From an optimization exercise on the open Yosys and OpenROAD flow, aimed at small area; shortcuts taken in it are not production practice.
In this exercise RTL edits were held to simulation tests only and were not proved equivalent to the original.
Power figures rest on the tool's default switching activity, not on a simulated workload.

<file path="config.mk">
export PLATFORM = sky130hd
export DESIGN_NAME = jtcps1_tilemap
export DESIGN_NICKNAME = jtcps1_tilemap
export VERILOG_FILES = /design/flow/design.v
export SDC_FILE = /design/flow/constraint.sdc
export NUM_CORES = 4
export LEC_CHECK = 0
export CAP_MARGIN = 20
export CORE_MARGIN = 2
export CORE_UTILIZATION = 40
export SLEW_MARGIN = 20
</file>
<file path="standard.sh">
#!/bin/bash
# synth_recipe.tcl (not shown) runs the flow's synth.tcl, then flattens the netlist and writes it again
# the make line also repeats each setting of config.mk as NAME=value (left out here)
make -C /OpenROAD-flow-scripts/flow DESIGN_CONFIG=/design/flow/config.mk WORK_HOME=/design/flow/orfs CLKGATE_MAP_FILE= SYNTH_SCRIPT=/design/flow/synth_recipe.tcl "${@:-finish}"
</file>
<file path="constraint.sdc">
create_clock -name core_clock -period 10.0 [get_ports {clk}]
set_input_delay 2.0000 -clock core_clock [delete_from_list [all_inputs] [get_ports {clk}]]
set_output_delay 2.0000 -clock core_clock [all_outputs]
set_load 0.01 [all_outputs]
</file>
<file path="design.v">
`timescale 1ns/1ps
module jtcps1_gfx_mappers(
    input      [ 5:0]  game,
    input      [ 2:0]  size,
    input      [15:6]  code,
    output reg [ 3:0]  bank
);
wire s1 = size[0];
wire s2 = size[1];
wire s3 = size[2];
always @(*) begin
    case( game )
        6'h0: begin
            bank[0] = (s1 && code[15:10]>=7'hc && code[15:10]<=7'hf);
            bank[1] = (s2 && code[15:9]>=7'h10 && code[15:9]<=7'h17) ||
                (s3 && code[13:7]>=7'h18 && code[15:14]==2'b00);
            bank[2] = 1'b0;
            bank[3] = 1'b0;
        end
        6'h1: begin
            bank[0] = (s1 && code[15:10]>=7'hc && code[15:10]<=7'hf) ||
                (s2 && code[15:9]>=7'h10 && code[15:9]<=7'h17) ||
                (s3 && code[13:7]>=7'h18 && code[15:14]==2'b00);
            bank[1] = 1'b0;
            bank[2] = 1'b0;
            bank[3] = 1'b0;
        end
        6'h2: begin
            bank[0] = (s2 && code[15:9]<=7'hb) ||
                (s3 && code[13:7]>=7'hc && code[13:7]<=7'hf && code[15:14]==2'b00);
            bank[1] = (s3 && code[13:7]>=7'h10 && code[13:7]<=7'h13 && code[15:14]==2'b00) ||
                (s1 && code[15:10]>=7'h14 && code[15:10]<=7'h15) ||
                (s2 && code[15:9]>=7'h16);
            bank[2] = 1'b0;
            bank[3] = 1'b0;
        end
        6'h3: begin
            bank[0] = (s2 && code[15:9]<=7'hb) ||
                (s3 && code[13:7]>=7'hc && code[13:7]<=7'h13 && code[15:14]==2'b00) ||
                (s1 && code[15:10]>=7'h14 && code[15:10]<=7'h15) ||
                (s2 && code[15:9]>=7'h16);
            bank[1] = 1'b0;
            bank[2] = 1'b0;
            bank[3] = 1'b0;
        end
        6'h4: begin
            bank[0] = (s2);
            bank[1] = (s1 && code[15:10]>=7'h20 && code[15:10]<=7'h3f) ||
                (s2 && code[15:9]>=7'h20 && code[15:9]<=7'h3f) ||
                (s3 && code[13:7]>=7'h20 && code[13:7]<=7'h3f && code[15:14]==2'b00);
            bank[2] = 1'b0;
            bank[3] = 1'b0;
        end
        6'h5: begin
            bank[0] = (s1 && code[15:10]<=7'h3);
            bank[1] = (s2 && code[15:9]>=7'h20 && code[15:9]<=7'h37) ||
                (s3 && code[13:7]>=7'h38 && code[13:7]<=7'h3f && code[15:14]==2'b00);
            bank[2] = 1'b0;
            bank[3] = 1'b0;
        end
        6'h6: begin
            bank[0] = (s1 && code[15:10]>=7'hc && code[15:10]<=7'hf) ||
                (s2 && code[15:9]>=7'h10 && code[15:9]<=7'h1b) ||
                (s3 && code[13:7]>=7'h1c && code[15:14]==2'b00);
            bank[1] = 1'b0;
            bank[2] = 1'b0;
            bank[3] = 1'b0;
        end
        6'h7: begin
            bank[0] = 1'b0;
            bank[1] = (s2 && code[15:9]<=7'h7f) ||
                (s1 && code[15:10]<=7'h7f) ||
                (s3 && code[13:7]<=7'h7f && code[15:14]==2'b00);
            bank[2] = 1'b0;
            bank[3] = 1'b0;
        end
        6'h8: begin
            bank[0] = (s1 && code[15:10]>=7'h8 && code[15:10]<=7'hb) ||
                (s2 && code[15:9]>=7'h10);
            bank[1] = (s3 && code[13:7]<=7'h7f && code[15:14]==2'b00);
            bank[2] = 1'b0;
            bank[3] = 1'b0;
        end
        6'h9: begin
            bank[0] = (s1 && code[15:10]>=7'h8 && code[15:10]<=7'hf);
            bank[1] = (s2 && code[15:9]>=7'h10);
            bank[2] = (s3 && code[13:7]<=7'h7f && code[15:14]==2'b00);
            bank[3] = 1'b0;
        end
        6'ha: begin
            bank[0] = (s2 && code[15:9]<=7'h7f) ||
                (s1 && code[15:10]<=7'h7f) ||
                (s3 && code[13:7]<=7'h7f && code[15:14]==2'b00);
            bank[1] = (s3 && code[13:7]>=7'h20 && code[13:7]<=7'h2f && code[15:14]==2'b00);
            bank[2] = 1'b0;
            bank[3] = 1'b0;
        end
        6'hb: begin
            bank[0] = 1'b0;
            bank[1] = (s2 && code[15:9]>=7'h24 && code[15:9]<=7'h2f) ||
                (s1 && code[15:10]>=7'h30 && code[15:10]<=7'h35) ||
                (s3 && code[13:7]>=7'h36 && code[13:7]<=7'h3f && code[15:14]==2'b00);
            bank[2] = 1'b0;
            bank[3] = 1'b0;
        end
        6'hc: begin
            bank[0] = 1'b0;
            bank[1] = 1'b0;
            bank[2] = (s2 && code[15:9]>=7'h10) ||
                (s1 && code[15:10]>=7'h4 && code[15:10]<=7'h7) ||
                (s3 && code[13:7]>=7'h8 && code[13:7]<=7'hf && code[15:14]==2'b00);
            bank[3] = 1'b0;
        end
        6'hd: begin
            bank[0] = (s2);
            bank[1] = (s1 && code[15:10]>=7'h20 && code[15:10]<=7'h27) ||
                (s2 && code[15:9]>=7'h20 && code[15:9]<=7'h33) ||
                (s3 && code[13:7]>=7'h34 && code[13:7]<=7'h3f && code[15:14]==2'b00);
            bank[2] = 1'b0;
            bank[3] = 1'b0;
        end
        6'he: begin
            bank[0] = (s1 && code[15:10]<=7'h7f);
            bank[1] = (s2 && code[15:9]<=7'h7f) ||
                (s3 && code[13:7]<=7'h7f && code[15:14]==2'b00);
            bank[2] = 1'b0;
            bank[3] = 1'b0;
        end
        6'hf: begin
            bank[0] = (s1 && code[15:10]<=7'h7f);
            bank[1] = (s2 && code[15:9]<=7'h7f) ||
                (s3 && code[13:7]<=7'h7f && code[15:14]==2'b00);
            bank[2] = 1'b0;
            bank[3] = 1'b0;
        end
        6'h10: begin
            bank[0] = (s1 && code[15:10]<=7'h3) ||
                (s2 && code[15:9]>=7'h4);
            bank[1] = (s2 && code[15:9]>=7'h20 && code[15:9]<=7'h3f);
            bank[2] = (s2 && code[15:9]>=7'h40 && code[15:9]<=7'h59) ||
                (s3 && code[13:7]>=7'h5a && code[13:7]<=7'h5f && code[15:14]==2'b00);
            bank[3] = 1'b0;
        end
        6'h11: begin
            bank[0] = (s1 && code[15:10]>=7'h10 && code[15:10]<=7'h13) ||
                (s2 && code[15:9]>=7'h14 && code[15:9]<=7'h1b) ||
                (s3 && code[13:7]>=7'h1c && code[15:14]==2'b00);
            bank[1] = 1'b0;
            bank[2] = 1'b0;
            bank[3] = 1'b0;
        end
        6'h12: begin
            bank[0] = (s2 && code[15:9]<=7'hf) ||
                (s1 && code[15:10]>=7'h10 && code[15:10]<=7'h11) ||
                (s2 && code[15:9]>=7'h12 && code[15:9]<=7'h19) ||
                (s3 && code[13:7]>=7'h1a && code[15:14]==2'b00);
            bank[1] = 1'b0;
            bank[2] = 1'b0;
            bank[3] = 1'b0;
        end
        6'h13: begin
            bank[0] = (s1 && code[15:10]<=7'h2) ||
                (s2 && code[15:9]>=7'h3 && code[15:9]<=7'he) ||
                (s3 && code[13:7]>=7'hf && code[13:7]<=7'h12 && code[15:14]==2'b00);
            bank[1] = (s2 && code[15:9]>=7'h2a && code[15:9]<=7'h2d) ||
                (s3 && code[13:7]>=7'h2e && code[13:7]<=7'h2f && code[15:14]==2'b00);
            bank[2] = 1'b0;
            bank[3] = 1'b0;
        end
        6'h14: begin
            bank[0] = (s2);
            bank[1] = (s2 && code[15:9]>=7'h20 && code[15:9]<=7'h27) ||
                (s1 && code[15:10]>=7'h28 && code[15:10]<=7'h2f) ||
                (s3 && code[13:7]>=7'h30 && code[13:7]<=7'h3f && code[15:14]==2'b00);
            bank[2] = 1'b0;
            bank[3] = 1'b0;
        end
        6'h15: begin
            bank[0] = (s1 && code[15:10]<=7'h3) ||
                (s2 && code[15:9]>=7'h4 && code[15:9]<=7'h17) ||
                (s3 && code[13:7]>=7'h18 && code[15:14]==2'b00);
            bank[1] = 1'b0;
            bank[2] = 1'b0;
            bank[3] = 1'b0;
        end
        6'h16: begin
            bank[0] = (s1 && code[15:10]>=7'h1c) ||
                (s3 && code[13:7]>=7'hc && code[13:7]<=7'hf && code[15:14]==2'b00) ||
                (s2 && code[15:9]>=7'h10 && code[15:9]<=7'h1b);
            bank[1] = 1'b0;
            bank[2] = 1'b0;
            bank[3] = 1'b0;
        end
        6'h17: begin
            bank[0] = (s1 && code[15:10]<=7'h3);
            bank[1] = (s2 && code[15:9]>=7'h20 && code[15:9]<=7'h36) ||
                (s3 && code[13:7]>=7'h37 && code[13:7]<=7'h3f && code[15:14]==2'b00);
            bank[2] = 1'b0;
            bank[3] = 1'b0;
        end
        6'h18: begin
            bank[0] = (s2 && code[15:9]<=7'h1b) ||
                (s3 && code[13:7]>=7'h1c && code[13:7]<=7'h1d && code[15:14]==2'b00) ||
                (s1 && code[15:10]>=7'h1e);
            bank[1] = 1'b0;
            bank[2] = 1'b0;
            bank[3] = 1'b0;
        end
        6'h19: begin
            bank[0] = (s1 && code[15:10]<=7'h1) ||
                (s3 && code[13:7]>=7'h2 && code[13:7]<=7'h7 && code[15:14]==2'b00) ||
                (s2 && code[15:9]>=7'h8);
            bank[1] = 1'b0;
            bank[2] = 1'b0;
            bank[3] = 1'b0;
        end
        6'h1a: begin
            bank[0] = (s1 && code[15:10]<=7'hf) ||
                (s2 && code[15:9]<=7'hf) ||
                (s3 && code[13:7]<=7'hf && code[15:14]==2'b00);
            bank[1] = 1'b0;
            bank[2] = 1'b0;
            bank[3] = 1'b0;
        end
        6'h1b: begin
            bank[0] = (s2) ||
                (s1) ||
                (s3 && code[15:14]==2'b00);
            bank[1] = (s2 && code[15:9]>=7'h20 && code[15:9]<=7'h3f) ||
                (s1 && code[15:10]>=7'h20 && code[15:10]<=7'h3f) ||
                (s3 && code[13:7]>=7'h20 && code[13:7]<=7'h3f && code[15:14]==2'b00);
            bank[2] = (s2 && code[15:9]>=7'h40 && code[15:9]<=7'h5f) ||
                (s1 && code[15:10]>=7'h40 && code[15:10]<=7'h5f) ||
                (s3 && code[13:7]>=7'h40 && code[13:7]<=7'h5f && code[15:14]==2'b00);
            bank[3] = (s2 && code[15:9]>=7'h60 && code[15:9]<=7'h7f) ||
                (s1 && code[15:10]>=7'h60 && code[15:10]<=7'h7f) ||
                (s3 && code[13:7]>=7'h60 && code[13:7]<=7'h7f && code[15:14]==2'b00);
        end
        6'h1c: begin
            bank[0] = 1'b0;
            bank[1] = (s1 && code[15:10]>=7'h15 && code[15:10]<=7'h1b) ||
                (s3 && code[13:7]>=7'h1c && code[15:14]==2'b00);
            bank[2] = (s3 && code[13:7]<=7'hf && code[15:14]==2'b00) ||
                (s2 && code[15:9]>=7'ha && code[15:9]<=7'hf);
            bank[3] = (s2 && code[15:9]>=7'h10);
        end
        6'h1d: begin
            bank[0] = (s1 && code[15:10]>=7'h15 && code[15:10]<=7'h1b) ||
                (s3 && code[13:7]>=7'h1c && code[15:14]==2'b00);
            bank[1] = (s3 && code[13:7]<=7'hf && code[15:14]==2'b00) ||
                (s2 && code[15:9]>=7'ha);
            bank[2] = 1'b0;
            bank[3] = 1'b0;
        end
        6'h1e: begin
            bank[0] = (s1 && code[15:10]>=7'h11 && code[15:10]<=7'h12) ||
                (s3 && code[13:7]>=7'h13 && code[13:7]<=7'h17 && code[15:14]==2'b00) ||
                (s2 && code[15:9]>=7'h18);
            bank[1] = 1'b0;
            bank[2] = 1'b0;
            bank[3] = 1'b0;
        end
        6'h1f: begin
            bank[0] = 1'b0;
            bank[1] = 1'b0;
            bank[2] = (s3 && code[13:7]>=7'h8 && code[13:7]<=7'hf && code[15:14]==2'b00) ||
                (s1 && code[15:10]>=7'h10 && code[15:10]<=7'h13) ||
                (s2 && code[15:9]>=7'h14);
            bank[3] = 1'b0;
        end
        6'h20: begin
            bank[0] = (s2 && code[15:9]<=7'h7f) ||
                (s1 && code[15:10]<=7'h7f) ||
                (s3 && code[13:7]<=7'h7f && code[15:14]==2'b00);
            bank[1] = 1'b0;
            bank[2] = 1'b0;
            bank[3] = 1'b0;
        end
        6'h21: begin
            bank[0] = 1'b0;
            bank[1] = (s2 && code[15:9]>=7'h10);
            bank[2] = (s3 && code[13:7]<=7'hf && code[15:14]==2'b00);
            bank[3] = (s3 && code[13:7]>=7'h10 && code[15:14]==2'b00) ||
                (s1 && code[15:10]>=7'h1c);
        end
        6'h22: begin
            bank[0] = (s2 && code[15:9]>=7'h10);
            bank[1] = (s3 && code[15:14]==2'b00) ||
                (s1 && code[15:10]>=7'h1c);
            bank[2] = 1'b0;
            bank[3] = 1'b0;
        end
        6'h23: begin
            bank[0] = 1'b0;
            bank[1] = 1'b0;
            bank[2] = (s3 && code[13:7]>=7'h8 && code[13:7]<=7'hf && code[15:14]==2'b00) ||
                (s1 && code[15:10]>=7'h10 && code[15:10]<=7'h13) ||
                (s2 && code[15:9]>=7'h14);
            bank[3] = 1'b0;
        end
        6'h24: begin
            bank[0] = 1'b0;
            bank[1] = (s1 && code[15:10]>=7'h18);
            bank[2] = (s3 && code[13:7]<=7'hf && code[15:14]==2'b00);
            bank[3] = (s2 && code[15:9]>=7'h10);
        end
        6'h25: begin
            bank[0] = (s2) ||
                (s1) ||
                (s3 && code[15:14]==2'b00);
            bank[1] = (s2 && code[15:9]>=7'h20 && code[15:9]<=7'h3f) ||
                (s1 && code[15:10]>=7'h20 && code[15:10]<=7'h3f) ||
                (s3 && code[13:7]>=7'h20 && code[13:7]<=7'h3f && code[15:14]==2'b00);
            bank[2] = 1'b0;
            bank[3] = 1'b0;
        end
        6'h26: begin
            bank[0] = (s1 && code[15:10]<=7'h3) ||
                (s3 && code[13:7]>=7'h4 && code[13:7]<=7'hf && code[15:14]==2'b00) ||
                (s2 && code[15:9]>=7'h10);
            bank[1] = (s2 && code[15:9]>=7'h20 && code[15:9]<=7'h3f);
            bank[2] = 1'b0;
            bank[3] = 1'b0;
        end
        6'h27: begin
            bank[0] = (s2 && code[15:9]<=7'hf) ||
                (s1 && code[15:10]<=7'hf) ||
                (s3 && code[13:7]<=7'hf && code[15:14]==2'b00);
            bank[1] = (s2 && code[15:9]>=7'h10) ||
                (s1 && code[15:10]>=7'h10) ||
                (s3 && code[13:7]>=7'h10 && code[15:14]==2'b00);
            bank[2] = 1'b0;
            bank[3] = 1'b0;
        end
        6'h28: begin
            bank[0] = (s2) ||
                (s1) ||
                (s3 && code[15:14]==2'b00);
            bank[1] = 1'b0;
            bank[2] = 1'b0;
            bank[3] = 1'b0;
        end
        6'h29: begin
            bank[0] = (s3 && code[13:7]>=7'h14 && code[13:7]<=7'h1b && code[15:14]==2'b00) ||
                (s1 && code[15:10]>=7'h1c);
            bank[1] = (s2 && code[15:9]<=7'hf);
            bank[2] = 1'b0;
            bank[3] = 1'b0;
        end
        6'h2a: begin
            bank[0] = (s3 && code[13:7]>=7'h8 && code[13:7]<=7'hf && code[15:14]==2'b00) ||
                (s1 && code[15:10]>=7'h10 && code[15:10]<=7'h11) ||
                (s2 && code[15:9]>=7'h12);
            bank[1] = 1'b0;
            bank[2] = 1'b0;
            bank[3] = 1'b0;
        end
        default: bank = 4'd1;
    endcase
end
endmodule
`timescale 1ns/1ps
module jtcps1_tilemap(
    input              rst,
    input              clk,
    input              flip,
    input      [ 8:0]  vrender,  
    input      [ 2:0]  size,     
    input      [15:0]  hpos,
    input      [15:0]  vpos,
    input              start,
    input              stop,
    output reg         done,
    input      [ 5:0]  game,
    input      [15:0]  bank_offset,
    input      [15:0]  bank_mask,
    output reg [ 7:0]  tile_addr,
    input      [15:0]  tile_data,
    output reg [19:0]  rom_addr,     
    output reg         rom_half,     
    input      [31:0]  rom_data,
    output reg         rom_cs,
    input              rom_ok,
    output reg [ 8:0]  buf_addr,
    output reg [10:0]  buf_data,
    output reg         buf_wr
);
localparam [5:0] IDLE = 6'd0,
                 S1   = 6'd1,   
                 S2   = 6'd2,   
                 S3   = 6'd3,   
                 SW0  = 6'd4,   
                 SW1  = 6'd5,   
                 S4   = 6'd6,   
                 S5   = 6'd7,   
                 W0   = 6'd8,   
                 W1   = 6'd9,   
                 W2   = 6'd10,  
                 W3   = 6'd11,  
                 WE   = 6'd12;  
reg [ 5:0] st;
reg [15:0] code;
reg [31:0] pxl_data;
reg  [1:0] group;
reg        vflip;
reg        hflip;
reg  [4:0] pal;
wire       pixel = st[5];
wire [2:0] pcnt  = st[2:0];
wire [1:0] blk   = st[4:3];
wire [3:0] bank;
jtcps1_gfx_mappers u_mapper(
    .game       ( game            ),
    .size       ( size            ),
    .code       ( code[15:6]      ),
    .bank       ( bank            )
);
reg  [3:0] offset, mask;
wire       unmapped = bank==4'd0;
always @(*) begin
    case( bank )
        4'b0001: { offset, mask } = { bank_offset[ 3: 0], bank_mask[ 3: 0] };
        4'b0010: { offset, mask } = { bank_offset[ 7: 4], bank_mask[ 7: 4] };
        4'b0100: { offset, mask } = { bank_offset[11: 8], bank_mask[11: 8] };
        4'b1000: { offset, mask } = { bank_offset[15:12], bank_mask[15:12] };
        default: { offset, mask } = { 4'h0, 4'hf };
    endcase
end
wire [4:0] vn = vpos[4:0] + (vrender[4:0] ^ {5{flip}});
wire [4:0] vf = vn ^ {5{vflip}};
reg [19:0] rom_pre_addr, rom_offset_addr;
always @(*) begin
    case (size)
        3'b001:  rom_pre_addr = { 1'b0, code, vf[2:0] };
        3'b010:  rom_pre_addr = { code, vf[3:0] };
        default: rom_pre_addr = { code[13:0], vf, hflip };  
    endcase
    rom_offset_addr = { offset | (mask & rom_pre_addr[19:16]), rom_pre_addr[15:0] };
end
wire [2:0] pidx = pcnt ^ {3{~hflip}};
wire [3:0] colour = { pxl_data[{2'd3,pidx}], pxl_data[{2'd2,pidx}],
                      pxl_data[{2'd1,pidx}], pxl_data[{2'd0,pidx}] };
wire [8:0] buf0 = size[0] ? { 6'b000110, ~hpos[2:0] } :
                  size[1] ? { 5'b00010,  ~hpos[3:0] } :
                            { 4'b0000,   ~hpos[4:0] };
wire [7:0] tile0 = size[0] ? 8'd0 : (size[1] ? { 1'b1, hpos[9:4], 1'b0 } : 8'd226 );
wire finish = stop || buf_addr == 9'd447;
always @(posedge clk) begin
    if( !rst ) begin
        case( st )
            IDLE: tile_addr <= tile0;
            S1:   tile_addr[0] <= 1'b1;
            S4:   tile_addr <= { tile_addr[7:1] + 7'd1, 1'b0 };
            default:;
        endcase
    end
end
always @(posedge clk) begin
    if( st==S2 ) code <= tile_data;
    if( st==S3 ) begin
        hflip   <= tile_data[5];
        group   <= tile_data[8:7];
        vflip   <= tile_data[6];
        pal     <= tile_data[4:0];
    end
    if( !pixel ) pxl_data <= rom_data;
end
always @(posedge clk or posedge rst) begin
    if(rst) begin
        rom_cs          <= 1'b0;
        done            <= 1'b0;
        st              <= IDLE;
        rom_addr        <= 20'd0;
        rom_half        <= 1'b0;
        buf_addr        <= 9'd0;
        buf_wr          <= 1'b0;
        buf_data        <= 11'd0;
    end else begin
        done   <= finish;
        buf_wr <= !finish && (pixel || st==W3);
        if( pixel ) begin
            st <= pcnt==3'd7 ? W1 + {4'd0, blk} : st + 6'd1;
            buf_addr <= buf_addr+9'd1;
            buf_data <= { group, pal, unmapped ? 4'hf : colour };
        end else begin
            case( st )
                IDLE: begin
                    rom_cs   <= 1'b0;
                    buf_addr <= buf0;
                    if( start ) st <= S1;
                end
                S1:  st <= S2;
                S2:  st <= S3;
                S3:  st <= SW0;
                SW0: st <= SW1;
                SW1: st <= S4;
                S4: begin
                    st       <= S5;
                    rom_half <= hflip;
                    rom_addr <= rom_offset_addr;
                    rom_cs   <= 1'b1;
                end
                S5: st <= W0;
                W0: if(rom_ok) begin
                    st <= 6'b100000;
                    if(!size[0]) rom_half <= ~rom_half;
                end
                W1: begin
                    if( size[0] ) begin
                        st <= S1;
                    end else if(rom_ok) begin
                        st <= 6'b101000;
                        if(size[2]) begin
                            rom_half <= ~rom_half;
                            rom_addr[0] <= ~rom_addr[0];
                        end else rom_cs <= 1'b0;
                    end
                end
                W2: begin
                    if( size[1] ) begin
                        st <= S1;
                    end else if(rom_ok) begin
                        st <= 6'b110000;
                        rom_half <= ~rom_half;
                    end
                end
                W3: if(rom_ok) begin
                    st <= 6'b111000;
                    rom_half <= ~rom_half;
                end
                WE: begin
                    rom_cs <= 1'b0;
                    st     <= S1;
                end
                default: st <= IDLE;
            endcase
        end
        if( finish ) begin
            buf_addr<= 9'd0;
            st      <= IDLE;
        end
    end
end
endmodule
</file>
<file path="flow/run.sh">
#!/bin/bash
# Own layout flow: the standard ORFS flow (standard.sh, unchanged synthesis)
# with smaller port buffers and a clock tree without dummy loads.
set -euo pipefail
# buffer every input and output port with the smallest buffer
export BUFFER_PORTS_ARGS="-buffer_cell sky130_fd_sc_hd__buf_1"
# clock tree: clkbuf_8 leaves on larger clusters, no dummy loads
export CTS_ARGS="-sink_clustering_enable -repair_clock_nets -dont_use_dummy_load -buf_list sky130_fd_sc_hd__clkbuf_8 -sink_clustering_size 30 -sink_clustering_max_diameter 100"
bash standard.sh > flow_make.log 2>&1
</file>
==> results.cfg, run 1 <==
[placed_design]
io_buffers = 166
globalplace.congestion = 0.988
dp_slack_ns = 4.27
dpl_cell_area_sq_um = 8520
placed_cells = 1208
place_hpwl_mm = 17.5

[synth]
synth_warnings = 2
ys_seq_area_share_pct = 41.4
synth.avg_cell_area_sq_um = 9.24
ys.flop_type = edfxtp_1
synth.distinct_cells = 86
synth-seq-cells = 115
synth_edf_count = 65
syn_inst = 838
async_flop_share_pct = 43.5
syn-cell-area_sq_um = 7740
syn_nets = 987

[timing]
final-max-slew-violation-count = 0
setup_tns_ns = 0
hold_viol = 0
whs_ns = 0.474
tightest_slew_ns = 1.02
fmax_ghz = 0.186
post-route-period-util_pct = 53.6
relSlewSlack_pct = 30.9
finalSetupViolCount = 0
fin_ws_ns = 4.64
period_needed_ns = 5.36
rsz0062_at_grt = false
skew_ns = 0.0344

[global_route]
grt_max_degree = 46
grt_pass1_wl_mm = 38.3
antenna_found_initial = 0
grt_pass1_vias = 6722
grt-ovfl-total = 0
track_usage_pct = 24.3

[pwr]
powerDensity_nw_per_um2 = 175
p_leak_nw = 3.12
power.total_mw = 1.53
vdd_drop_max_mv = 0.108

[route]
dr.pass1.iters = 5
drc = 0
ant_nets = 0
wl_per_cell_um = 20.3
viasPerCell = 5.93
wl_mm = 24.9
routed-via-count = 7262
first_iter_violations = 799

[critical_path]
critPathCaptureType = flip-flop
cp_max_fo = 21
path_cells = buf_1 > and4bb_1 > a32o_1 > o32ai_1 > o21ai_0 > or4_4 > nor4_4 > nand3b_1 > a221oi_1 > o22ai_1
critPathRequiredTime_ns = 10.30
critPathMaxStageDelay_ns = 0.76
start_kind = input port
critPathArrivalTime_ns = 5.67
slowest_stage = nor4_4
crit_type = input port to flip-flop

[clock_tree]
cts_tree = built
clock-sinks = 115
clk_pin_slew_worst_paths_ns = 0.07
cts_buffers = 17
clockBufferDepth = 2
postCtsResizedCells = 0
cts-root-buf = clkbuf_8
cts_hold_buffers = 0
cts.htree.levels = 4
postCtsSetupBuffers = 0
clk_latency_ns = 0.46

[layout]
area_growth_pct = 13.1
drive_gt1_share_pct = 7.46
multiInputGateArea_sq_um = 4160
seq_area_sq_um = 3200
fill_cells = 1889
num-nets-final = 1116
n_antenna_cell = 0
final_core_util_pct = 46.5
final_cells = 1225
design_area_sq_um = 8760

[die]
io_pins = 188
die_y_um = 143
placementRows = 50
die_w_um = 143
dieArea_sq_um = 20500
start_util_pct = 41.1
core_sq_um = 18800

[job]
maxCapViolCount = 0

[min_path]
worstHoldPathType = flip-flop to flip-flop

[outcome]
status = timing/DRC/antenna clean
## power by group
part,internal (mW),switching [mW]
combinational,0.216,0.334
sequential,0.591,0.0794
clock,0.148,0.163
## flip-flops by register name (all words and copies together) (netlist names)
name       flops
st             6
vflip          1
tile_addr      8
pxl_data      32
hflip          1
rom_cs         1
buf_data      11
buf_addr       9
buf_wr         1
group          2
rom_half       1
rom_addr      20
code          16
done           1
pal            5
## layout make-up
class / instances / share of cell area (%)
inverters: 20 / 0.857
repair buffers: 184 / 8.66
clock buffers: 17 / 2.67
well taps: 260 / 3.71
flip-flops and latches: 115 / 36.6
multi-input cells: 629 / 47.5
## critical path: cells and delay by family
kind            cells  cell delay, ns
compound gates      5            1.15
buf+inv             1            0.60
simple gates        4            1.90
## routing by layer
layer  GRT usage (%)  part of all wire (%)  vias up
met3            5.80                   8.4       52
met1            34.9                    45     3419
met5               0                     0        -
met4            8.34                   2.4        0
met2            36.0                    44      376
li1                -                     -     3415
## layout by cell type, fill, tap and decap left out, types with 7 or more instances in the layout
cell,instances
inv_1,18
o21ai_0,34
nand3_1,25
nor2_1,83
a211oi_1,15
nand4_1,16
clkbuf_8,17
buf_4,18
and2_1,11
ha_1,12
and3_1,9
a22oi_1,20
o211ai_1,7
xor2_1,18
buf_1,166
xnor2_1,16
mux2_2,11
a31oi_1,23
edfxtp_1,65
nand2_1,65
a21oi_1,44
dfrtp_1,50
a221oi_1,8
o22ai_1,14
nor3_1,30
nor2b_1,17
mux2i_1,8
mux4_2,8
## path summary, 6_finish.rpt
| kind | start | end | slack [ns] | depth (start not counted) |
|---|---|---|---|---|
| worst max-delay path | game[2] | rom_addr[18]$_DFFE_PP0P_ | 4.64 | 10 |
| worst min-delay path | group[0]$_DFFE_PP_ | buf_data[9]$_DFFE_PP0P_ | 0.47 | 1 |
| worst max register to register | code[15]$_DFFE_PP_ | rom_addr[18]$_DFFE_PP0P_ | 5.57 | 9 |
| worst min register to register | group[0]$_DFFE_PP_ | buf_data[9]$_DFFE_PP0P_ | 0.47 | 1 |
| max in group asynchronous | rst | rom_addr[15]$_DFFE_PP0P_ | 7.67 | 3 |
| min in group asynchronous | rst | buf_addr[4]$_DFFE_PP0P_ | 1.44 | 2 |
## Yosys cell counts, types with 9 or more instances
cell,instances,area share (%)
o21ai_0,34,2.2
nor3_1,30,1.9
a21oi_1,44,2.8
mux2_2,11,1.6
and3_1,9,0.73
nor2_1,83,4.0
nor2b_1,17,1.4
a31oi_1,23,1.9
buf_2,22,1.4
nand3_1,25,1.6
xnor2_1,16,1.8
edfxtp_1,65,25
inv_1,19,0.92
xor2_1,18,2.0
ha_1,12,1.9
o22ai_1,14,1.1
clkbuf_1,45,2.2
nand4_1,16,1.3
and2_1,11,0.89
dfrtp_1,50,16
a22oi_1,20,1.9
a211oi_1,15,1.5
nand2_1,65,3.2
## kinds of logic (layout without fill, tap and decap cells)
kind of cell             Yosys count  in the layout  share of synthesized area, %
AND/OR/NAND/NOR                  323            323                          22.2
multiplexers                      27             27                          4.96
AO/OA/AOI/OAI                    232            232                          20.4
flip-flops                       115            115                          41.4
adder cells (fa/ha/maj)           13             13                          2.20
buffers and inverters             94            221                          5.01
XOR/XNOR                          34             34                          3.85
==> run 2, diff against run 1 <==
==> flow/run.sh (replaced) <==
#!/bin/bash
# Own layout flow: the standard ORFS flow (standard.sh, unchanged synthesis)
# with smaller port buffers and a clock tree without dummy loads.
set -euo pipefail
export BUFFER_PORTS_ARGS="-buffer_cell sky130_fd_sc_hd__buf_1"
export CTS_ARGS="-sink_clustering_enable -repair_clock_nets -dont_use_dummy_load -buf_list sky130_fd_sc_hd__clkbuf_8 -sink_clustering_size 50 -sink_clustering_max_diameter 300"
bash standard.sh > flow_make.log 2>&1
--- a/config.mk
+++ b/config.mk
@@ -10,2 +10,3 @@
 export CORE_UTILIZATION = 40
+export GPL_TIMING_DRIVEN = 0
 export SLEW_MARGIN = 20
==> results.cfg, run 2 <==
[outcome]
status = timing/DRC/antenna clean

[critical_path]
cp-endpoint = rom_addr[19]$_DFFE_PP0P_
critPathRequiredTime_ns = 10.29
slowest_stage = clkbuf_1
crit_buf_inv = 4
path_cells = buf_1 > buf_2 > nor3b_1 > clkbuf_1 > o21ai_0 > o22ai_1 > a2bb2oi_1 > nand4_1 > or2_2 > clkbuf_1 > o22ai_1 > a211o_1 > a31oi_1
critPathMaxStageDelay_ns = 0.59
start_kind = input port
critPathLaunch = size[2]
reg2reg_slack_ns = 6.13
critPathCaptureType = flip-flop
cp_num_cells = 13
r2r_cells = 11
crit_type = input port to flip-flop
critPathTopFamily = compound AO/OA/AOI/OAI gates
r2r_end = rom_addr[19]$_DFFE_PP0P_
r2r_start = code[14]$_DFFE_PP_
cp_max_fo = 10
critPathArrivalTime_ns = 5.57

[placed_design]
place_hpwl_mm = 20.3
placed_cells = 1261
io_buffers = 163
globalplace.congestion = 0.984

[global_route]
antenna_found_initial = 0
grt-ovfl-total = 0
grt_pass1_wl_mm = 41.1
track_usage_pct = 26.4
grt_max_degree = 52
grt_pass1_vias = 7259

[clock_tree]
cts_tree = built
cts-root-buf = clkbuf_8
postCtsSetupBuffers = 0
cts_hold_buffers = 0
clock-sinks = 115
clockBufferDepth = 2
clk_latency_ns = 0.44
cts_buffers = 17
clk_pin_slew_worst_paths_ns = 0.06
cts.htree.levels = 4
postCtsResizedCells = 0

[layout]
top_regs = pxl_data: 32 flops, rom_addr: 20 flops, code: 16 flops
largest_reg_flops = 32
drive_gt1_share_pct = 7.76
num-nets-final = 1169
final_cells = 1278
fill_cells = 1853
final_cell_mix = buf_1 (169), nor2_1 (83), nand2_1 (65), edfxtp_1 (65), dfrtp_1 (50)
n_antenna_cell = 0
area_growth_pct = 15.5
regMostFlops = pxl_data
final_common_cell = buf_1

[synth]
ys.flop_type = edfxtp_1
yosys-top-cells-count = nor2_1 (83), edfxtp_1 (65), nand2_1 (65)
synth.avg_cell_area_sq_um = 9.24
synth.most_common_cell = nor2_1
syn_nets = 987
synthDominantCellAreaShare_pct = 25.2
yosysTopAreaCell = edfxtp_1
async_flop_share_pct = 43.5
synth_edf_count = 65
syn-cell-area_sq_um = 7740
syn_inst = 838
ys_seq_area_share_pct = 41.4
synth-seq-cells = 115
synth.distinct_cells = 86
ys_top_cells_by_area = edfxtp_1 (25%), dfrtp_1 (16%), nor2_1 (4.0%)
synth_warnings = 2

[timing]
period_needed_ns = 5.28
rsz0062_at_grt = false
relSlewSlack_pct = 32.3
final-max-slew-violation-count = 0
skew_ns = 0.0316
post-route-period-util_pct = 52.8
setup_tns_ns = 0
hold_viol = 0
fmax_ghz = 0.189
tightest_slew_ns = 1.00
finalSetupViolCount = 0

[route]
drc = 0
dr.pass1.iters = 5
viasPerCell = 5.90
wl_mm = 27.0
first_iter_violations = 718
routed-via-count = 7543
ant_nets = 0
wl_per_cell_um = 21.2

[die]
core_sq_um = 18800
placementRows = 50
die_w_um = 143
die_y_um = 143
dieArea_sq_um = 20500
start_util_pct = 41.1
io_pins = 188

[min_path]
worstHoldPathType = flip-flop to flip-flop
hold_depth = 1

[pwr]
p_leak_nw = 3.18
vdd_drop_max_mv = 0.103
powerDensity_nw_per_um2 = 174

[job]
maxCapViolCount = 0
-- run 2: cell types whose count changed in the layout (fill, tap and decap cells not counted), moves of 2 or more --
| cell | before | now |
|---|---|---|
| nor4b_1 | 4 | 2 |
| clkbuf_1 | 0 | 45 |
| buf_4 | 18 | 0 |
| nor4b_2 | 1 | 3 |
| buf_2 | 0 | 22 |
| buf_1 | 166 | 169 |
-- run 2: final cells by class --
class / count / area, sq um / area share (%)
Sequential cell: 115 / 3200 / 35.8
Clock buffer: 17 / 234 / 2.62
Timing Repair Buffer: 163 / 612 / 6.84
Inverter: 20 / 77.6 / 0.867
Buffer: 74 / 313 / 3.50
Tap cell: 260 / 325 / 3.64
Multi-Input combinational cell: 629 / 4180 / 46.7
-- run 2: stage by stage --
step	hold WS (ns)	instance area, sq um	power [mW]	utilization, %	setup WS (ns)
2_1_floorplan	0.454	7740	1.04	-	5.66
3_3_place_gp	0.456	8680	1.24	46.1	4.38
3_5_place_dp	0.462	8700	1.25	46.2	4.46
4_1_cts	0.473	8940	1.56	47.5	4.89
5_1_grt	0.482	8940	1.65	47.5	4.68
6_report	0.468	8940	1.56	47.5	4.72
-- run 2: how the worst min path moves through the flow --
stage	startpoint	to	slack, ns
after floorplan	group[1]$_DFFE_PP_	buf_data[10]$_DFFE_PP0P_	0.45
after global placement	pal[0]$_DFFE_PP_	buf_data[4]$_DFFE_PP0P_	0.46
after detailed placement	pal[0]$_DFFE_PP_	buf_data[4]$_DFFE_PP0P_	0.46
after CTS	pal[3]$_DFFE_PP_	buf_data[7]$_DFFE_PP0P_	0.47
after global routing	pal[3]$_DFFE_PP_	buf_data[7]$_DFFE_PP0P_	0.48
final	pal[3]$_DFFE_PP_	buf_data[7]$_DFFE_PP0P_	0.47
-- run 2: power by group --
| part | switching (mW) | internal, mW | total (mW) | leakage, nW |
|---|---|---|---|---|
| Sequential | 0.0664 | 0.591 | 0.657 | 1.21 |
| Clock | 0.162 | 0.149 | 0.311 | 0.122 |
| Combinational | 0.368 | 0.221 | 0.589 | 1.84 |
| Total | 0.597 | 0.960 | 1.56 | 3.18 |
-- run 2: routing by layer --
metal	share of wire, %	track usage (%)	vias up	wire length (um)
met3	8.8	6.27	64	2390
met1	44	36.2	3578	11900
li1	-	-	3523	-
met5	0	0	-	0
met4	2.8	10.1	0	769
met2	44	40.3	378	12000
-- run 2: kinds of logic (layout without fill, tap and decap cells) --
family,Yosys count,in the layout,share of synthesized area [%]
mux,27,27,4.96
buf+inv,94,274,5.01
xor+xnor,34,34,3.85
flops,115,115,41.4
compound gates,232,232,20.4
fa+ha+maj,13,13,2.20
simple gates,323,323,22.2
==> run 3, diff against run 2 <==
==> flow/run.sh (replaced) <==
#!/bin/bash
set -euo pipefail
export BUFFER_PORTS_ARGS="-buffer_cell sky130_fd_sc_hd__buf_1"
export CTS_ARGS="-repair_clock_nets -dont_use_dummy_load -buf_list sky130_fd_sc_hd__clkbuf_16"
bash standard.sh > flow_make.log 2>&1
--- a/config.mk
+++ b/config.mk
@@ -9,3 +9,3 @@
 export CORE_MARGIN = 2
-export CORE_UTILIZATION = 40
+export CORE_UTILIZATION = 60
 export GPL_TIMING_DRIVEN = 0
==> results.cfg, run 3 <==
[die]
placementRows = 41
io_pins = 188
die_y_um = 118
dieArea_sq_um = 13800
core_sq_um = 12600
start_util_pct = 61.4
die_w_um = 118

[synth]
ys_seq_area_share_pct = 41.4
syn_nets = 987
ys.flop_type = edfxtp_1
synth.distinct_cells = 86
synth.most_common_cell = nor2_1
synthDominantCellAreaShare_pct = 25.2
synth_warnings = 2
ys_top_cells_by_area = edfxtp_1 (25%), dfrtp_1 (16%), nor2_1 (4.0%)
syn_inst = 838
synth-seq-cells = 115
synth_edf_count = 65
async_flop_share_pct = 43.5
yosysTopAreaCell = edfxtp_1
synth.avg_cell_area_sq_um = 9.24
syn-cell-area_sq_um = 7740
yosys-top-cells-count = nor2_1 (83), edfxtp_1 (65), nand2_1 (65)

[route]
route.met3.wl_mm = 3.24
first_iter_violations = 1018
routed-via-count = 7839
dr_wl_met2_mm = 11.0
drc = 0
ant_nets = 0
routed.top_layer = met4
wl_per_cell_um = 21.3
viasPerCell = 6.59
dr.pass1.iters = 6
wl_mm = 25.3
m1WireLength_mm = 10.3

[layout]
drive_gt1_share_pct = 7.47
regMostFlops = pxl_data
design_area_sq_um = 9010
top_regs = pxl_data: 32 flops, rom_addr: 20 flops, code: 16 flops
n_antenna_cell = 0
final_common_cell = buf_1
area_growth_pct = 16.3
final_core_util_pct = 71.4
num-nets-final = 1169
final_cell_mix = buf_1 (169), nor2_1 (83), nand2_1 (65), edfxtp_1 (65), dfrtp_1 (50)
final_cells = 1190
largest_reg_flops = 32
seq_area_sq_um = 3200
fill_cells = 1011
multiInputGateArea_sq_um = 4160

[critical_path]
critPathArrivalTime_ns = 5.60
r2r_end = rom_addr[16]$_DFFE_PP0P_
start_kind = input port
crit_type = input port to flip-flop
critPathRequiredTime_ns = 10.28
critPathCaptureType = flip-flop
reg2reg_slack_ns = 6.11
cp_max_fo = 10
r2r_cells = 11
r2r_start = code[14]$_DFFE_PP_

[clock_tree]
cts.htree.levels = 4
clock-sinks = 115
clk_latency_ns = 0.43
postCtsSetupBuffers = 0
cts-root-buf = clkbuf_16
postCtsResizedCells = 0
cts_hold_buffers = 0
cts_buffers = 17
cts_tree = built
clk_pin_slew_worst_paths_ns = 0.06
clockBufferDepth = 2

[timing]
relSlewSlack_pct = 24.0
rsz0062_at_grt = false
tightest_slew_ns = 1.14
period_needed_ns = 5.32
setup_tns_ns = 0
fin_ws_ns = 4.68
fmax_ghz = 0.188
hold_viol = 0
whs_ns = 0.463
skew_ns = 0.0268
finalSetupViolCount = 0
final-max-slew-violation-count = 0
post-route-period-util_pct = 53.2

[global_route]
track_usage_pct = 36.8
grt_pass1_wl_mm = 39.7
grt_max_degree = 52
grt_pass1_vias = 7219
grt-ovfl-total = 0
antenna_found_initial = 0

[min_path]
hold_path_end = buf_data[7]$_DFFE_PP0P_
hold_depth = 1
hp-start = pal[3]$_DFFE_PP_
worstHoldPathType = flip-flop to flip-flop

[job]
maxCapViolCount = 0

[placed_design]
dp_slack_ns = 4.54
place_hpwl_mm = 18.4
placed_cells = 1173
io_buffers = 163
globalplace.congestion = 1.12
dpl_cell_area_sq_um = 8570

[outcome]
status = timing/DRC/antenna clean

[pwr]
powerDensity_nw_per_um2 = 191
power.total_mw = 1.72
p_leak_nw = 3.26
vdd_drop_max_mv = 0.170
==> run 3: worst max-delay path by stage <==
stage | from | end | depth (start not counted)
after floorplan | game[0] | rom_addr[16]$_DFFE_PP0P_ | 10
after global placement | size[2] | rom_addr[16]$_DFFE_PP0P_ | 13
after detailed placement | size[2] | rom_addr[16]$_DFFE_PP0P_ | 13
after CTS | size[2] | rom_addr[16]$_DFFE_PP0P_ | 13
after global routing | size[2] | rom_addr[16]$_DFFE_PP0P_ | 13
final | size[2] | rom_addr[16]$_DFFE_PP0P_ | 13
==> run 3: where the power goes <==
| part | internal (mW) | switching (mW) | leakage [nW] |
|---|---|---|---|
| logic | 0.220 | 0.366 | 1.84 |
| clock network | 0.291 | 0.184 | 0.209 |
| registers | 0.592 | 0.0646 | 1.21 |
| total | 1.10 | 0.615 | 3.26 |
==> run 3: area by class of cell <==
class / count / area share, %
Multi-Input combinational cell: 629 / 46.2
Sequential cell: 115 / 35.6
Timing Repair Buffer: 163 / 6.79
Clock buffer: 17 / 4.72
Buffer: 74 / 3.47
Tap cell: 172 / 2.39
Inverter: 20 / 0.861
==> run 3: routing by layer <==
metal	up-vias	global-route usage, %
met1	3688	51.6
met4	0	14.6
li1	3523	-
met2	545	52.7
met3	83	12.4
met5	-	0
==> run 3: cells by family after synthesis <==
logic type / synth area share (%)
AO/OA/AOI/OAI: 20.4
XOR/XNOR: 3.85
adder cells (fa/ha/maj): 2.20
buffers and inverters: 5.01
flip-flops: 41.4
multiplexers: 4.96
AND/OR/NAND/NOR: 22.2
==> run 3: worst max-delay path, stage by stage <==
cell       delay, ns
buf_1           0.08
buf_2           0.24
nor3b_1         0.72
clkbuf_1        0.54
o21ai_0         0.19
o22ai_1         0.31
a2bb2oi_1       0.13
nand4_1         0.20
or2_2           0.14
clkbuf_1        0.32
o22ai_1         0.17
a211oi_1        0.38
o32ai_1         0.16
==> run 4, diff against run 3 <==
==> run.sh (new file) <==
#!/bin/bash
# synth_recipe.tcl (not shown) runs the flow's synth.tcl, then flattens the netlist and writes it again
# the make line also repeats each setting of config.mk as NAME=value (left out here)
make -C /OpenROAD-flow-scripts/flow DESIGN_CONFIG=/design/flow/config.mk WORK_HOME=/design/flow/orfs CLKGATE_MAP_FILE= SYNTH_SCRIPT=/design/flow/synth_recipe.tcl finish
--- a/config.mk
+++ b/config.mk
@@ -9,4 +9,3 @@
 export CORE_MARGIN = 2
-export CORE_UTILIZATION = 60
-export GPL_TIMING_DRIVEN = 0
+export CORE_UTILIZATION = 40
 export SLEW_MARGIN = 20
removed: flow/run.sh
removed: standard.sh
==> results.cfg, run 4 <==
[layout]
final_common_cell = clkdlybuf4s50_1
design_area_sq_um = 10100
regMostFlops = pxl_data
final_cell_mix = clkdlybuf4s50_1 (166), nor2_1 (83), nand2_1 (65), edfxtp_1 (65), dfrtp_1 (50)
largest_reg_flops = 32
top_regs = pxl_data: 32 flops, rom_addr: 20 flops, code: 16 flops
num-nets-final = 1111
area_growth_pct = 30.6
n_antenna_cell = 0
drive_gt1_share_pct = 8.41
final_cells = 1235

[critical_path]
critPathRequiredTime_ns = 10.29
critPathLaunch = game[3]
cp_max_fo = 23
start_kind = input port
r2r_start = code[14]$_DFFE_PP_
critPathCaptureType = flip-flop
crit_type = input port to flip-flop
critPathArrivalTime_ns = 6.10

[synth]
yosys-top-cells-count = nor2_1 (83), edfxtp_1 (65), nand2_1 (65)
synth_fa_ha_area_share_pct = 2.20
synth.avg_cell_area_sq_um = 9.24
synth-compound-area-share_pct = 20.4
synthSimpleGateAreaFrac_pct = 22.2
synth_warnings = 2
synth_top_family_by_area = simple AND/OR/NAND/NOR gates
ys_top_cells_by_area = edfxtp_1 (25%), dfrtp_1 (16%), nor2_1 (4.0%)
synthMuxAreaShare_pct = 4.96
synth-seq-cells = 115
ys_seq_area_share_pct = 41.4
syn-cell-area_sq_um = 7740
ys.flop_type = edfxtp_1
synth.distinct_cells = 86
synth-xor-area-share_pct = 3.85
async_flop_share_pct = 43.5
synth_edf_count = 65
synth.most_common_cell = nor2_1
syn_nets = 987
synthDominantCellAreaShare_pct = 25.2
yosysTopAreaCell = edfxtp_1
syn_inst = 838

[route]
ant_nets = 0
first_iter_violations = 565
wl_per_cell_um = 21.7
wl_mm = 26.8
drc = 0
dr.pass1.iters = 5
routed-via-count = 7333
viasPerCell = 5.94

[job]
maxCapViolCount = 0

[timing]
skew_ns = 0.0160
whs_ns = 0.475
post-route-period-util_pct = 58.0
period_needed_ns = 5.80
rsz0062_at_grt = false
hold_viol = 0
final-max-slew-violation-count = 0
setup_tns_ns = 0
finalSetupViolCount = 0
fmax_ghz = 0.172
tightest_slew_ns = 1.07
relSlewSlack_pct = 27.8

[clock_tree]
postCtsSetupBuffers = 0
clk_pin_slew_worst_paths_ns = 0.06
cts_buffers = 17
clockBufferDepth = 2
cts.htree.levels = 4
cts_tree = built
clock-sinks = 115
cts-root-buf = clkbuf_16
clk_latency_ns = 0.42
cts_hold_buffers = 0
postCtsResizedCells = 0

[global_route]
grt_max_degree = 52
grt_pass1_wl_mm = 42.3
grt_pass1_vias = 7268
antenna_found_initial = 0
track_usage_pct = 26.9
grt-ovfl-total = 0

[placed_design]
place_hpwl_mm = 18.7
io_buffers = 166
dpl_cell_area_sq_um = 9530
globalplace.congestion = 0.969
placed_cells = 1203

[pwr]
power.total_mw = 1.93
vdd_drop_max_mv = 0.136
p_leak_nw = 3.71
powerDensity_nw_per_um2 = 191

[min_path]
worstHoldPathType = flip-flop to flip-flop
hp-start = pal[3]$_DFFE_PP_

[outcome]
status = timing/DRC/antenna clean

[die]
core_sq_um = 18800
die_y_um = 143
die_w_um = 143
dieArea_sq_um = 20500
io_pins = 188
placementRows = 50
start_util_pct = 41.1
[run 4: cell counts after synthesis]
No cell type changed its count.
[run 4: final cells by class]
cell class                 instances  area [sq um]
tap                              260           325
inverter                          20          75.1
clock inverter                    15           165
clock buffer                      17           425
timing repair buffer             179          1760
multi-input combinational        629          4160
sequential                       115          3200
fill                            1707          8710
[run 4: cell families (layout without fill, tap and decap cells)]
group / after synthesis / in the layout
compound gates: 232 / 232
flops: 115 / 115
mux: 27 / 27
simple gates: 323 / 323
buf+inv: 94 / 231
xor+xnor: 34 / 34
fa+ha+maj: 13 / 13
[run 4: worst max-delay path: stages]
cell and delay [ns]:
clkdlybuf4s50_1 0.81, nor4b_2 0.79, nand2_1 0.18, o31a_1 0.27, o311ai_1 0.33, nand3_1 0.18, nor4_4 0.85, nand3b_1 0.27
a221oi_1 0.29, o22ai_1 0.12
[run 4: power breakdown]
group	internal, mW	switching [mW]
clock	0.354	0.256
sequential	0.591	0.0994
combinational	0.305	0.322
[run 4: metrics by stage]
step,utilization [%],setup WS (ns)
final,53.7,4.20
after detailed placement,50.6,3.80
after CTS,53.7,4.19
after global routing,53.7,3.78
after global placement,50.6,3.69
after floorplan,-,5.66
[run 4: path summary, 6_finish.rpt]
path / end / cells after the start / slack (ns)
setup / recovery: rom_addr[18]$_DFFE_PP0P_ / 10 / 4.20
hold / removal: buf_data[7]$_DFFE_PP0P_ / 1 / 0.48
setup reg to reg: rom_addr[18]$_DFFE_PP0P_ / 9 / 5.75
hold reg to reg: buf_data[7]$_DFFE_PP0P_ / 1 / 0.48
max in group asynchronous: rom_addr[5]$_DFFE_PP0P_ / 3 / 7.39
min in group asynchronous: buf_wr$_DFF_PP0_ / 3 / 2.11
[run 4: per-layer routing]
metal	global-route usage, %	wire length (um)	vias to the layer above
li1	-	-	3417
met1	37.4	11900	3525
met2	41.5	12400	363
met3	6.64	2120	28
met4	7.76	416	0
met5	0	0	-

[port drivers added, routing unchanged]
The flow's constraints put no driver on any port. The routed layouts listed below were extracted and timed again, unchanged, in two steps.
Step 1: set_driving_cell puts a clkbuf_16 on clk and a buf_2 on each other input, an assumption about the parent block.
Step 2 adds t to the input delays and takes it off the output delays; t is the mean of the earliest and latest rising clock arrival at the registers after step 1. Input paths then give back, and output paths get back, about the clock's delay inside the block.
a / b / c = ideal / step 1 / step 2; a / b = the first two.
run | shift t [ns] | setup WS [ns] | slew at the worst register clock pin (ns)
run 1 | 0.474 | 4.636 / 4.649 / 4.175 | 0.09 / 0.09
run 2 | 0.460 | 4.720 / 4.736 / 4.276 | 0.09 / 0.09
run 3 | 0.457 | 4.679 / 4.697 / 4.241 | 0.06 / 0.06
run 4 | 0.456 | 4.196 / 4.204 / 3.749 | 0.07 / 0.07
After both steps every run listed still meets setup and hold. The setup slack of run 1, which loses most, moves by +0.013 ns with the drivers and by -0.461 ns with both steps.
